Context: an optimization exercise on an open-source flow, tuned for small area, a short achievable clock period and few clock cycles. The choices shown serve that exercise and are no tape-out recipe. RTL that was checked went through simulation tests only; none was proved equivalent to the original. No functional check of the RTL was part of run 1.

## flow/design.v (module list and top-level ports; edited modules follow where they fit)
// module Milestone_1: 1040 lines
module Milestone_1 (
	input  logic            Clock,
	input  logic            resetn,
	input  logic            start,
	input  logic   [15:0]   SRAM_read_data,
	output logic   [17:0]   SRAM_address,
	output logic   [15:0]   SRAM_write_data,
	output logic            SRAM_we_n,
	output logic            stop
);
  // ...
==> flow/run.sh <==
#!/bin/bash
# synth_recipe.tcl (not shown) runs the flow's synth.tcl, then flattens the netlist and writes it again
# the make line also repeats each setting of config.mk as NAME=value (left out here)
make -C /OpenROAD-flow-scripts/flow DESIGN_CONFIG=/design/flow/config.mk WORK_HOME=/design/flow/orfs CLKGATE_MAP_FILE= SYNTH_SCRIPT=/design/flow/synth_recipe.tcl finish
==> flow/config.mk <==
export PLATFORM = sky130hd
export DESIGN_NAME = Milestone_1
export DESIGN_NICKNAME = Milestone_1
export VERILOG_FILES = /design/flow/design.v
export SDC_FILE = /design/flow/constraint.sdc
export NUM_CORES = 4
export LEC_CHECK = 0
export ABC_CLOCK_PERIOD_IN_PS = 4500
export CAP_MARGIN = 20
export CORE_MARGIN = 2
export CORE_UTILIZATION = 40
export SETUP_SLACK_MARGIN = 5
export SLEW_MARGIN = 20
==> flow/constraint.sdc <==
create_clock -name core_clock -period 11.0 [get_ports {Clock}]
set_input_delay 2.2000 -clock core_clock [delete_from_list [all_inputs] [get_ports {Clock}]]
set_output_delay 2.2000 -clock core_clock [all_outputs]
set_load 0.01 [all_outputs]
==> flow_metrics.tcl, run 1 <==
set metrics [dict create \
    top_regs "uw: 48 flops, vw: 40 flops" \
    worst_hold_slack_ns 0.325 \
    grt.overflow.total 0 \
    finalWeightedCongestion 0.966 \
    yosys.area.top_type "fa_1" \
    clock_latency_ns 0.64 \
    wl_met2_um 31300 \
    top_register "uw" \
    synth-simple-area-share 0.105 \
    clock_cell_area_share 0.0556 \
    rsz0062_at_grt "false" \
    cts.repair.resized 0 \
    use_met1 0.257 \
    path_cells "clkdlybuf4s50_1 -> nor3b_1 -> nor2_4 -> or2_1 -> a2111oi_0 -> a21oi_1" \
    cts_root_buffer "clkbuf_16" \
    setup_viol 0 \
    fin_area_um2 30600 \
    status "finished clean" \
    grt_usage 0.189 \
    hold_viol 0 \
    place_ws_ns 6.09 \
    layout_common_cells "inv_1, nand2_1, fa_1, ha_1, dfxtp_1" \
    slowest_stage "nor3b_1" \
    fin_crit_sh 0.390 \
    rows 96 \
]
==> run 2, diff against run 1 <==
--- a/flow/design.v
+++ b/flow/design.v
@@ -89,78 +89,70 @@
 		endcase
 	end
 end
 assign uv_addr = {3'd0, ycnt[15:1]} + (b_isv ? V_BASE : U_BASE) + {16'd0, b_off};
 always_ff @(posedge Clock or negedge resetn) begin
 	if (~resetn) begin
 		run <= 1'b0;
 		stop <= 1'b0;
-		pre <= 1'b0;
-		xg <= 1'b0;
-		p <= 3'd0;
-		kk <= 8'd0;
-		pa <= 3'd0;
-		kka <= 8'd0;
-		xga <= 1'b0;
 		ycnt <= 16'd0;
 		waddr <= RGB_BASE;
-		b_rd_y <= 1'b0;
-		b_wr <= 1'b0;
-		b_rd_uv <= 1'b0;
-		b_isv <= 1'b0;
-		b_off <= 2'd0;
-		SRAM_address <= 18'd0;
 		SRAM_we_n <= 1'b1;
 	end else begin
 		SRAM_we_n <= 1'b1;
 		if (!run) begin
-			if (start && !stop) begin
-				run <= 1'b1;
-				pre <= 1'b1;
-				p <= 3'd0;
-				kk <= 8'd160;
-				pa <= 3'd1;
-				kka <= 8'd160;
-				SRAM_address <= U_BASE;
-				b_rd_y <= 1'b0;
-				b_wr <= 1'b0;
-				b_rd_uv <= 1'b1;
-				b_isv <= 1'b0;
-				b_off <= 2'd1;
-			end
+			run <= start && !stop;
 		end else if (row_end && last_row) begin
 			run <= 1'b0;
 			stop <= 1'b1;
-		end else begin
-			p <= pa;
-			kk <= kka;
-			xg <= xga;
-			pa <= np;
-			kka <= nkk;
-			xga <= nxg;
-			if (xga) pre <= 1'b0;
-			b_rd_y <= n_rd_y;
-			b_wr <= n_wr;
-			b_rd_uv <= n_rd_uv;
-			b_isv <= uv_isv;
-			b_off <= uv_off;
-			if (b_rd_y) begin
-				SRAM_address <= {2'd0, ycnt};
-				ycnt <= ycnt + 16'd1;
-			end else if (b_wr && !pre) begin
-				SRAM_address <= waddr;
-				waddr <= waddr + 18'd1;
-				SRAM_we_n <= 1'b0;
-			end else if (b_rd_uv) begin
-				SRAM_address <= uv_addr;
-			end
+		end else if (b_rd_y) begin
+			ycnt <= ycnt + 16'd1;
+		end else if (b_wr && !pre) begin
+			waddr <= waddr + 18'd1;
+			SRAM_we_n <= 1'b0;
 		end
 	end
 end
+always_ff @(posedge Clock) begin
+	if (!run) begin
+		pre <= 1'b1;
+		xg <= 1'b0;
+		xga <= 1'b0;
+		p <= 3'd0;
+		kk <= 8'd160;
+		pa <= 3'd1;
+		kka <= 8'd160;
+		SRAM_address <= U_BASE;
+		b_rd_y <= 1'b0;
+		b_wr <= 1'b0;
+		b_rd_uv <= 1'b1;
+		b_isv <= 1'b0;
+		b_off <= 2'd1;
+	end else begin
+		p <= pa;
+		kk <= kka;
+		xg <= xga;
+		pa <= np;
+		kka <= nkk;
+		xga <= nxg;
+		if (xga) pre <= 1'b0;
+		b_rd_y <= n_rd_y;
+		b_wr <= n_wr;
+		b_rd_uv <= n_rd_uv;
+		b_isv <= uv_isv;
+		b_off <= uv_off;
+		if (b_rd_y)
+			SRAM_address <= {2'd0, ycnt};
+		else if (b_wr && !pre)
+			SRAM_address <= waddr;
+		else if (b_rd_uv)
+			SRAM_address <= uv_addr;
+	end
+end
 logic c_s1v, c_tmode, c_tm2, c_tm3, c_isv3, c_first_i, c_ld_opu, c_ld_opv;
 logic c_cap_even, c_first_e, c_w1, c_w2;
 always_ff @(posedge Clock) begin
 	c_s1v      <= (pa == 3'd2);
 	c_tmode    <= (pa == 3'd0) && (kka == 8'd0) && !xga;
 	c_tm2      <= c_tmode;
 	c_tm3      <= c_tm2;
 	c_isv3     <= (pa == 3'd4);
==> flow/flow/run.sh (new file) <==
#!/bin/bash
set -euo pipefail
export BUFFER_PORTS_ARGS="-buffer_cell sky130_fd_sc_hd__buf_2"
export SETUP_SLACK_MARGIN=7.6
bash standard.sh > standard_flow.log 2>&1
==> flow/standard.sh (new file) <==
#!/bin/bash
# synth_recipe.tcl (not shown) runs the flow's synth.tcl, then flattens the netlist and writes it again
# the make line also repeats each setting of config.mk as NAME=value (left out here)
make -C /OpenROAD-flow-scripts/flow DESIGN_CONFIG=/design/flow/config.mk WORK_HOME=/design/flow/orfs CLKGATE_MAP_FILE= SYNTH_SCRIPT=/design/flow/synth_recipe.tcl "${@:-finish}"
==> flow/config.mk (replaced) <==
export PLATFORM = sky130hd
export DESIGN_NAME = Milestone_1
export DESIGN_NICKNAME = Milestone_1
export VERILOG_FILES = /design/flow/design.v
export SDC_FILE = /design/flow/constraint.sdc
export NUM_CORES = 4
export LEC_CHECK = 0
export ABC_CLOCK_PERIOD_IN_PS = 4500
export CAP_MARGIN = 20
export CORE_MARGIN = 2
export CORE_UTILIZATION = 40
export CTS_CLUSTER_DIAMETER = 100
export CTS_CLUSTER_SIZE = 25
export SLEW_MARGIN = 20
removed: flow/run.sh
==> flow_metrics.tcl, run 2 <==
set metrics [dict create \
    status "finished clean" \
    n_antenna_cell 0 \
    yosys.area.top_type "fa_1" \
    htreeDepth 1 \
    largest_register_ffs 48 \
    place_ws_ns 6.92 \
    numCtsBuffers 24 \
    rows 94 \
    synthCells 2496 \
    drive_gt1_frac 0.115 \
    fillers 6067 \
    synth.most_common_cell "inv_1" \
    via_per_inst 5.00 \
    critical-path-top-delay-family "flip-flops" \
    rsz0062_at_grt "true" \
    drc 0 \
    synth_area_um2 26700 \
    top_regs "uw: 48 flops, vw: 40 flops" \
    dp_hpwl_um 50300 \
    cp-start-kind "flop" \
    required_ns 8.80 \
    start_util 0.405 \
    crit_arrival_ns 1.20 \
    hold_viol 0 \
    layout_commonest_cell "inv_1" \
    synth_edf_count 149 \
    wl_per_cell_um 18.4 \
    critical_path_buf_inv_count 1 \
    grt_max_degree 38 \
    drv_cap 0 \
    grt_pass1_vias 18097 \
    nNetsFinal 3074 \
    drt-initial-drc-count 959 \
    place_area_um2 27900 \
    top_register "uw" \
    cts_tree "done" \
    cts_root_buffer "clkbuf_16" \
    clockBufferDepth 3 \
    fin_crit_sh 0.309 \
    slew_viol_final 0 \
    holdBufCountCts 0 \
    ys_seq_area_frac 0.388 \
    cts.sinks 434 \
    ioPinCount 55 \
    grt.overflow.total 0 \
    fin_area_um2 29300 \
    antenna_found_initial 0 \
    synthArstFlopShare 0.0853 \
    ys_seq_elements 434 \
    critPathMaxFanout 1 \
    core_um2 66000 \
    setup_slack_ns 7.60 \
    synthFlopType "dfxtp_1" \
    synth_common_cells "inv_1, nand2_1, fa_1" \
    max_slew_margin 0.339 \
    rrSetupSlack_ns 7.71 \
    finalWeightedCongestion 0.930 \
    layout_common_cells "inv_1, nand2_1, fa_1, dfxtp_1, ha_1" \
    path_cells "buf_6" \
    drt_wl_total_um 63600 \
    via_count 17340 \
    min_period_ns 3.40 \
    fmax_ghz 0.294 \
    hp-class "flop to flop" \
    crit_path_end_kind "output pin" \
    synth_top_area_share 0.198 \
    fp.dieW_um 262 \
    synth.area.top_cells "fa_1, dfxtp_1, edfxtp_1, ha_1, inv_1" \
    firstDrtPassIters 5 \
    cpPeakStageDelay_ns 0.53 \
    synthDistinctLibCells 78 \
    clock_latency_ns 0.59 \
    syn_avg_cell_area_um2 10.7 \
    setup_viol 0 \
    skew_ns 0.0196 \
    grt_usage 0.185 \
    die_height_um 262 \
    clk_pin_slew_ns 0.10 \
    ant_nets 0 \
    ys_warn_count 3 \
    syn2layout_area_growth_pct 9.79 \
    tightestPinTransition_ns 0.978 \
    fp.dieArea_um2 68900 \
    critPathKind "flop to output pin" \
    port_buffers 54 \
    tns_ns 0 \
    slowest_stage "dfstp_2" \
    synthesis.nets 2986 \
    grt_pass1_wl_um 101000 \
]
[run 2: kinds of logic (layout without fill, tap and decap cells)]
logic type | after synthesis | count (layout) | synth area share
multiplexers | 89 | 89 | 0.0363
buffers and inverters | 506 | 612 | 0.0720
AO/OA/AOI/OAI | 308 | 308 | 0.0759
flip-flops | 434 | 434 | 0.388
adder cells (fa/ha/maj) | 471 | 471 | 0.295
XOR/XNOR | 82 | 82 | 0.0269
AND/OR/NAND/NOR | 606 | 606 | 0.106
[run 2: metal layers]
layer  up-vias  global-route usage  part of all wire
li1       8292                   -                 -
met1      8535               0.250              0.45
met2       407               0.301              0.46
met3       106              0.0333             0.056
met4         0              0.0631             0.034
met5         -                   0                 0
[run 2: cell type report]
cell class	instances	area, um2	share of cell area
Inverter	450	1730	0.0590
Clock buffer	32	631	0.0215
Tap cell	864	1080	0.0369
Clock inverter	12	158	0.00538
Sequential cell	434	10400	0.356
Timing Repair Buffer	118	764	0.0261
Multi-Input combinational cell	1556	14500	0.495
[run 2: worst paths after layout]
check	from	to	cells past startpoint
max in group asynchronous	resetn	waddr[4]	1
hold / removal	e_even	e2_even	0
hold reg to reg	e_even	e2_even	0
setup / recovery	SRAM_we_n	SRAM_we_n	1
min in group asynchronous	resetn	ycnt[10]	1
setup reg to reg	ey[0]	rc	12
[run 2: timing repair]
item,4_1_cts,5_1_grt
gates resized for setup,42,41
endpoints found under the setup margin,119,106
pin swaps,1,4
buffers inserted,25,28
[run 2: metrics by stage]
| stage | instances | hold slack, ns | utilization |
|---|---|---|---|
| floorplan | 2496 | 0.310 | - |
| global placement | 3369 | 0.312 | 0.423 |
| detailed placement | 3369 | 0.313 | 0.423 |
| CTS | 3438 | 0.338 | 0.440 |
| global route | 3466 | 0.340 | 0.444 |
| finish | 3466 | 0.334 | 0.444 |
Testbench counts of run 2, summed over its fixed seeds: cycles 774,744.
==> run 3, diff against run 2 <==
--- a/flow/config.mk
+++ b/flow/config.mk
@@ -9,5 +9,5 @@
 export CAP_MARGIN = 20
 export CORE_MARGIN = 2
-export CORE_UTILIZATION = 40
+export CORE_UTILIZATION = 55
 export CTS_CLUSTER_DIAMETER = 100
 export CTS_CLUSTER_SIZE = 25
==> flow_metrics.tcl, run 3 <==
set metrics [dict create \
    synthArstFlopShare 0.0853 \
    cts.sinks 434 \
    clock_latency_ns 0.59 \
    ant_nets 0 \
    synth_edf_count 149 \
    tns_ns 0 \
    crit_path_end_kind "output pin" \
    hp-class "flop to flop" \
    drt-initial-drc-count 1352 \
    largest_register_ffs 48 \
    antenna_found_initial 1 \
    multi_input_area_um2 14500 \
    cp-start-kind "flop" \
    hold_viol 0 \
    worst_hold_slack_ns 0.340 \
    numCtsBuffers 22 \
    min_period_ns 3.41 \
    via_count 17276 \
    rsz0062_at_grt "true" \
    yosys.area.top_type "fa_1" \
    layout_common_cells "inv_1, nand2_1, fa_1, dfxtp_1, ha_1" \
    grt_pass1_vias 17453 \
    ff_latch_area_um2 10400 \
    fin_crit_sh 0.310 \
    via_per_inst 5.39 \
    htreeDepth 1 \
    fillers 4026 \
    top_regs "uw: 48 flops, vw: 40 flops" \
    placed_cells 3120 \
    ioPinCount 55 \
    drive_gt1_frac 0.108 \
    slowest_stage "dfstp_2" \
    synthDistinctLibCells 78 \
    drc 0 \
    ys_seq_area_frac 0.388 \
    crit_arrival_ns 1.21 \
    start_util 0.558 \
    cts_root_buffer "clkbuf_16" \
    synthesis.nets 2986 \
    synth_top_area_share 0.198 \
    layout_commonest_cell "inv_1" \
    syn2layout_area_growth_pct 8.00 \
    top_register "uw" \
    required_ns 8.80 \
    synth.most_common_cell "inv_1" \
    dp_hpwl_um 49600 \
    clk_pin_slew_ns 0.10 \
    wl_per_cell_um 19.8 \
    cts_tree "done" \
    synth_area_um2 26700 \
    synthFlopType "dfxtp_1" \
    core_um2 47800 \
    synthCells 2496 \
    syn_avg_cell_area_um2 10.7 \
    fmax_ghz 0.293 \
    tightestPinTransition_ns 0.971 \
    max_slew_margin 0.344 \
    finalWeightedCongestion 0.928 \
    critical-path-top-delay-family "flip-flops" \
    path_cells "buf_6" \
    grt_usage 0.258 \
    critPathMaxFanout 1 \
    status "finished clean" \
    fp.dieW_um 224 \
    final_cells 3203 \
    grt_pass1_wl_um 100000 \
    ys_warn_count 3 \
    rows 80 \
    fp.dieArea_um2 50300 \
    clockBufferDepth 3 \
    drt_wl_total_um 63500 \
    skew_ns 0.0370 \
    synth.area.top_cells "fa_1, dfxtp_1, edfxtp_1, ha_1, inv_1" \
    firstDrtPassIters 5 \
    cpPeakStageDelay_ns 0.54 \
    grt_max_degree 43 \
    grt.overflow.total 0 \
    slew_viol_final 0 \
    critPathKind "flop to output pin" \
    drv_cap 0 \
    nNetsFinal 3061 \
    synth_common_cells "inv_1, nand2_1, fa_1" \
    port_buffers 54 \
    critical_path_buf_inv_count 1 \
    die_height_um 224 \
    setup_viol 0 \
    ys_seq_elements 434 \
]
run 3: changes by cell type in the layout (fill, tap and decap cells not counted), sizes merged:
cell / previous run / this run
bufinv: 1 / 0
clkbuf: 32 / 36
diode: 0 / 2
clkinv: 6 / 5
inv: 443 / 439
buf: 118 / 106
clkinvlp: 12 / 10
run 3: metal layers:
| layer | vias to the layer above | track usage | wire length (um) |
|---|---|---|---|
| li1 | 8261 | - | - |
| met1 | 8490 | 0.379 | 29500 |
| met5 | - | 0 | 0 |
| met3 | 100 | 0.0240 | 2840 |
| met2 | 425 | 0.413 | 29100 |
| met4 | 0 | 0.0714 | 2010 |
run 3: logic make-up after synthesis:
kind of cell | share of synthesized area
simple gates | 0.106
buf+inv | 0.0720
fa+ha+maj | 0.295
flops | 0.388
compound gates | 0.0759
mux | 0.0363
xor+xnor | 0.0269
run 3: path summary, 6_finish.rpt:
check | start | to | slack [ns] | cells after the start
max | SRAM_we_n | SRAM_we_n | 7.59 | 1
min | c_first_e | e_first | 0.34 | 0
max reg2reg | xu[7] | bc | 7.74 | 11
min reg2reg | c_first_e | e_first | 0.34 | 0
max in group asynchronous | resetn | ycnt[6] | 8.75 | 1
min in group asynchronous | resetn | waddr[16] | 1.70 | 1
run 3: repair_timing:
item                                    in CTS  in global routing
endpoints found under the setup margin     114                 88
setup buffers                               25                 16
gates resized for setup                     46                 34
hold buffers                                 0                  0
pin swaps                                    1                  6
gates cloned                                 0                  1
run 3: cell type report:
class,count,area share
Antenna cell,2,0.000173
Clock inverter,4,0.00239
Timing Repair Buffer,107,0.0244
Multi-Input combinational cell,1556,0.503
Inverter,450,0.0599
Clock buffer,35,0.0211
Sequential cell,434,0.362
Tap cell,615,0.0267
run 3: metrics by stage:
step                      instance area, um2  utilization  worst slack [ns]
after floorplan                        26700            -              7.63
after global placement                 27600        0.577              7.07
after detailed placement               27600        0.577              7.01
after CTS                              28600        0.598              7.55
after global routing                   28800        0.603              7.53
final                                  28800        0.603              7.59

[afterwards: timing with drivers on the ports]
The results above use ideal ports. As a check the final layouts listed here were re-extracted and re-timed, cells and wires unchanged.
Step 1 assumes that a clkbuf_16 drives the clock port and a buf_2 every other input.
Step 2, shift: input delay + t, output delay - t, t = (earliest + latest rising clock arrival at the registers) / 2. This alone moves slack from input paths to output paths.
a / b / c = no drivers / after step 1 / after step 2; a / b = the first two.
| run | t (ns) | setup slack, ns | latest minus earliest clock arrival (ns) |
|---|---|---|---|
| run 1 | 0.667 | 6.714 / 6.741 / 6.074 | 0.067 / 0.068 |
| run 2 | 0.641 | 7.599 / 7.540 / 7.708 | 0.023 / 0.024 |
| run 3 | 0.624 | 7.587 / 7.531 / 7.506 | 0.038 / 0.038 |
After both steps every run listed still meets setup and hold. The setup slack of run 1, which loses most, moves by +0.027 ns with the drivers and by -0.640 ns with both steps.
